From an optimization exercise on the open Yosys and OpenROAD flow, aimed at small area and a short achievable clock period; shortcuts taken in it are not production practice.
The RTL was checked by simulation tests, not by an equivalence proof against the original design.

## old
Design PE_array, start of the top module:
module PE_array (
    input clk,
    input rst,
    input i_en,
    input [15:0] ifmap,
    input [127:0] weight,
    input [255:0] bias,
    output [255:0] ofmap,
    output valid
);
    localparam ROWS = 8;
    reg [4:0] v;
    reg [44:0] cut_r [0:ROWS-1];    
    reg [16:0] q_r  [0:ROWS-1];   
    reg [31:0] ps0  [0:ROWS-1];   
    reg [31:0] bd   [0:ROWS-1];   
    reg [31:0] ps2  [0:ROWS-1];   
    reg [31:0] ps2d [0:ROWS-1];   
    reg [31:0] y    [0:ROWS-1];   
    genvar r, j;
    generate
        for (r = 0; r < ROWS; r = r + 1) begin : row
            wire [7:0] w0 = weight[(0*8 + r)*8 +: 8];
            wire [3:0] neg0, one0, two0;
            booth_enc e0 (.w(w0), .neg(neg0), .one(one0), .two(two0));
            wire [8:0] u00;
            booth_pp pp00 (.x(ifmap[0*8 +: 8]), .neg(neg0[0]), .one(one0[0]), .two(two0[0]), .u(u00));
            wire [8:0] u01;
            booth_pp pp01 (.x(ifmap[0*8 +: 8]), .neg(neg0[1]), .one(one0[1]), .two(two0[1]), .u(u01));
            wire [8:0] u02;
            booth_pp pp02 (.x(ifmap[0*8 +: 8]), .neg(neg0[2]), .one(one0[2]), .two(two0[2]), .u(u02));
            wire [8:0] u03;
            booth_pp pp03 (.x(ifmap[0*8 +: 8]), .neg(neg0[3]), .one(one0[3]), .two(two0[3]), .u(u03));
            wire [7:0] w1 = weight[(1*8 + r)*8 +: 8];
  ...
export LEC_CHECK = 0
export CAP_MARGIN = 20
export CORE_MARGIN = 2
export CORE_UTILIZATION = 50
export SETUP_SLACK_MARGIN = 5
export SLEW_MARGIN = 20
create_clock -name core_clock -period 10.0 [get_ports {clk}]
standard.sh (not shown) runs the stock make flow with config.mk's settings and CLKGATE_MAP_FILE= SYNTH_SCRIPT=/design/flow/synth_recipe.tcl, a recipe that flattens the netlist after the stock synthesis.
==> flow/flow/run.sh <==
#!/bin/bash
# Standard ORFS layout (the standard.sh, unchanged synthesis), with two changes:
# - the port buffers that placement inserts on every input and output are the
#   platform's smallest buffer instead of the one the resizer picks by default (the
#   resizer still resizes them where timing or slew needs it);
# - clock tree synthesis adds no dummy load cells for balancing.
set -euo pipefail
export BUFFER_PORTS_ARGS="-buffer_cell sky130_fd_sc_hd__buf_1"
export CTS_ARGS="-sink_clustering_enable -repair_clock_nets -sink_clustering_size 24 -sink_clustering_max_diameter 90 -dont_use_dummy_load"
bash standard.sh > standard.log 2>&1
Modified inputs, new compared to old
Settings: setting CTS_CLUSTER_DIAMETER to 100 for the first time; changing CORE_UTILIZATION from 50 to 40; setting CTS_CLUSTER_SIZE to 30 for the first time.
==> flow/run.sh (new file) <==
#!/bin/bash
# synth_recipe.tcl (not shown) runs the flow's synth.tcl, then flattens the netlist and writes it again
# the make line also repeats each setting of config.mk as NAME=value (left out here)
make -C /OpenROAD-flow-scripts/flow DESIGN_CONFIG=/design/flow/config.mk WORK_HOME=/design/flow/orfs CLKGATE_MAP_FILE= SYNTH_SCRIPT=/design/flow/synth_recipe.tcl finish
removed: flow/flow/run.sh
removed: flow/standard.sh
--- outcome ---
- Per the comparison of new with old, period utilization went up.
- new against old: worst hold margin went up 0.014 ns.
- Final instance count without filler cells ends up higher on new.
- Going from old to new, cell area grew by a few percent.
- Re routed wire length: old and new aren't equal, and the higher value belongs to new.
- Utilization delta for new relative to old: 8.6 points lower

* * *

job 9309:
PE_array again, from the RTL that the note above started with.
clock: 10.0 ns
lec_check: 0
cap_margin: 60
core_margin: 2
core_utilization: 50
setup_slack_margin: 5
slew_margin: 80
==> flow/flow/run.sh <==
#!/bin/bash
# Standard ORFS layout (the standard.sh, unchanged synthesis), with two changes:
# - the port buffers that placement inserts on every input and output are the
#   platform's smallest buffer instead of the one the resizer picks by default (the
#   resizer still resizes them where timing or slew needs it);
# - clock tree synthesis adds no dummy load cells for balancing.
set -euo pipefail
export BUFFER_PORTS_ARGS="-buffer_cell sky130_fd_sc_hd__buf_1"
export CTS_ARGS="-sink_clustering_enable -repair_clock_nets -sink_clustering_size 24 -sink_clustering_max_diameter 90 -dont_use_dummy_load"
bash standard.sh > standard.log 2>&1
Job 9309 went all the way through the flow, and no timing, DRC or antenna check failed.
Inputs modified between job 9309 and job 8207:
-- flow/config.mk --
<<< job 9309, line 7
export LEC_CHECK = 0
export CAP_MARGIN = 60
export CORE_MARGIN = 2
export CORE_UTILIZATION = 50
export SETUP_SLACK_MARGIN = 5
export SLEW_MARGIN = 80
>>> job 8207, line 7
export LEC_CHECK = 0
export CAP_MARGIN = 20
export CORE_MARGIN = 2
export CORE_UTILIZATION = 40
export SETUP_SLACK_MARGIN = 5
export SLEW_MARGIN = 20
Findings:
- For job 9309, the critical path's slowest cell was sky130_fd_sc_hd__fa_1, unlike job 8207, where it was sky130_fd_sc_hd__buf_4.
- Total die area grows by more than 10% when moving from job 9309 to job 8207.
- Of job 8207 and job 9309, the run reporting the higher fmax was job 9309.
- Job 8207 against job 9309: setup slack after layout dropped 0.024 ns, largest net degree at the start of global routing up 14%.
The inputs of job 3384 differ from those of job 8207 as listed below.
-- flow/config.mk --
<<< job 8207, line 7
export LEC_CHECK = 0
export CAP_MARGIN = 20
export CORE_MARGIN = 2
export CORE_UTILIZATION = 40
export SETUP_SLACK_MARGIN = 5
export SLEW_MARGIN = 20
>>> job 3384, line 7
export LEC_CHECK = 0
export CAP_MARGIN = 80
export CORE_MARGIN = 2
export CORE_UTILIZATION = 50
export SETUP_SLACK_MARGIN = 5
export SLEW_MARGIN = 80
==> notes.md <==
Having completed the whole flow, job 3384 delivered a layout that passed the timing, design-rule and antenna checks.
Compared with job 8207, in job 3384 fmax rose 1.2%, met1 usage in global routing rose 5.3 points, count of plain and timing-repair buffers in the layout rose 230, global-route wire length before repair fell about 2.7%, core utilization rose 13 points.
Final wirelength (higher): job 8207
Compared to job 8207, job 3384 has die height 52 µm lower.

-- port drivers added, routing unchanged --
How much do the figures lean on ideal ports? The routed layouts below were timed once more, with nothing changed but the port constraints. Step 1, drivers: a clkbuf_16 drives clk and a buf_2 each remaining input, both assumed. Step 2, shift: input delay + t, output delay - t, t = (earliest + latest rising clock arrival at the registers) / 2. This alone moves slack from input paths to output paths. Three values: ideal ports, drivers, drivers and shift; two values: the first two.
run	t, ns	setup WS [ns]	hold slack, ns	slew at the worst register clock pin (ns)	worst data-port slew with drivers (ns)
old	0.810	5.160 / 5.154 / 4.344	0.288 / 0.288 / 0.288	0.11 / 0.11	0.20
new	0.871	5.145 / 5.140 / 4.269	0.301 / 0.301 / 0.301	0.12 / 0.12	0.19
job 9309	0.819	5.159 / 5.159 / 4.459	0.298 / 0.298 / 0.298	0.10 / 0.10	0.20
job 8207	0.857	5.135 / 5.103 / 4.245	0.274 / 0.274 / 0.274	0.10 / 0.10	0.18
job 3384	0.818	5.194 / 5.194 / 4.479	0.293 / 0.293 / 0.293	0.10 / 0.10	0.20
After both steps setup and hold are still met in every run listed. The setup slack of job 8207, which loses most, moves by -0.032 ns with the drivers and by -0.890 ns with both steps.
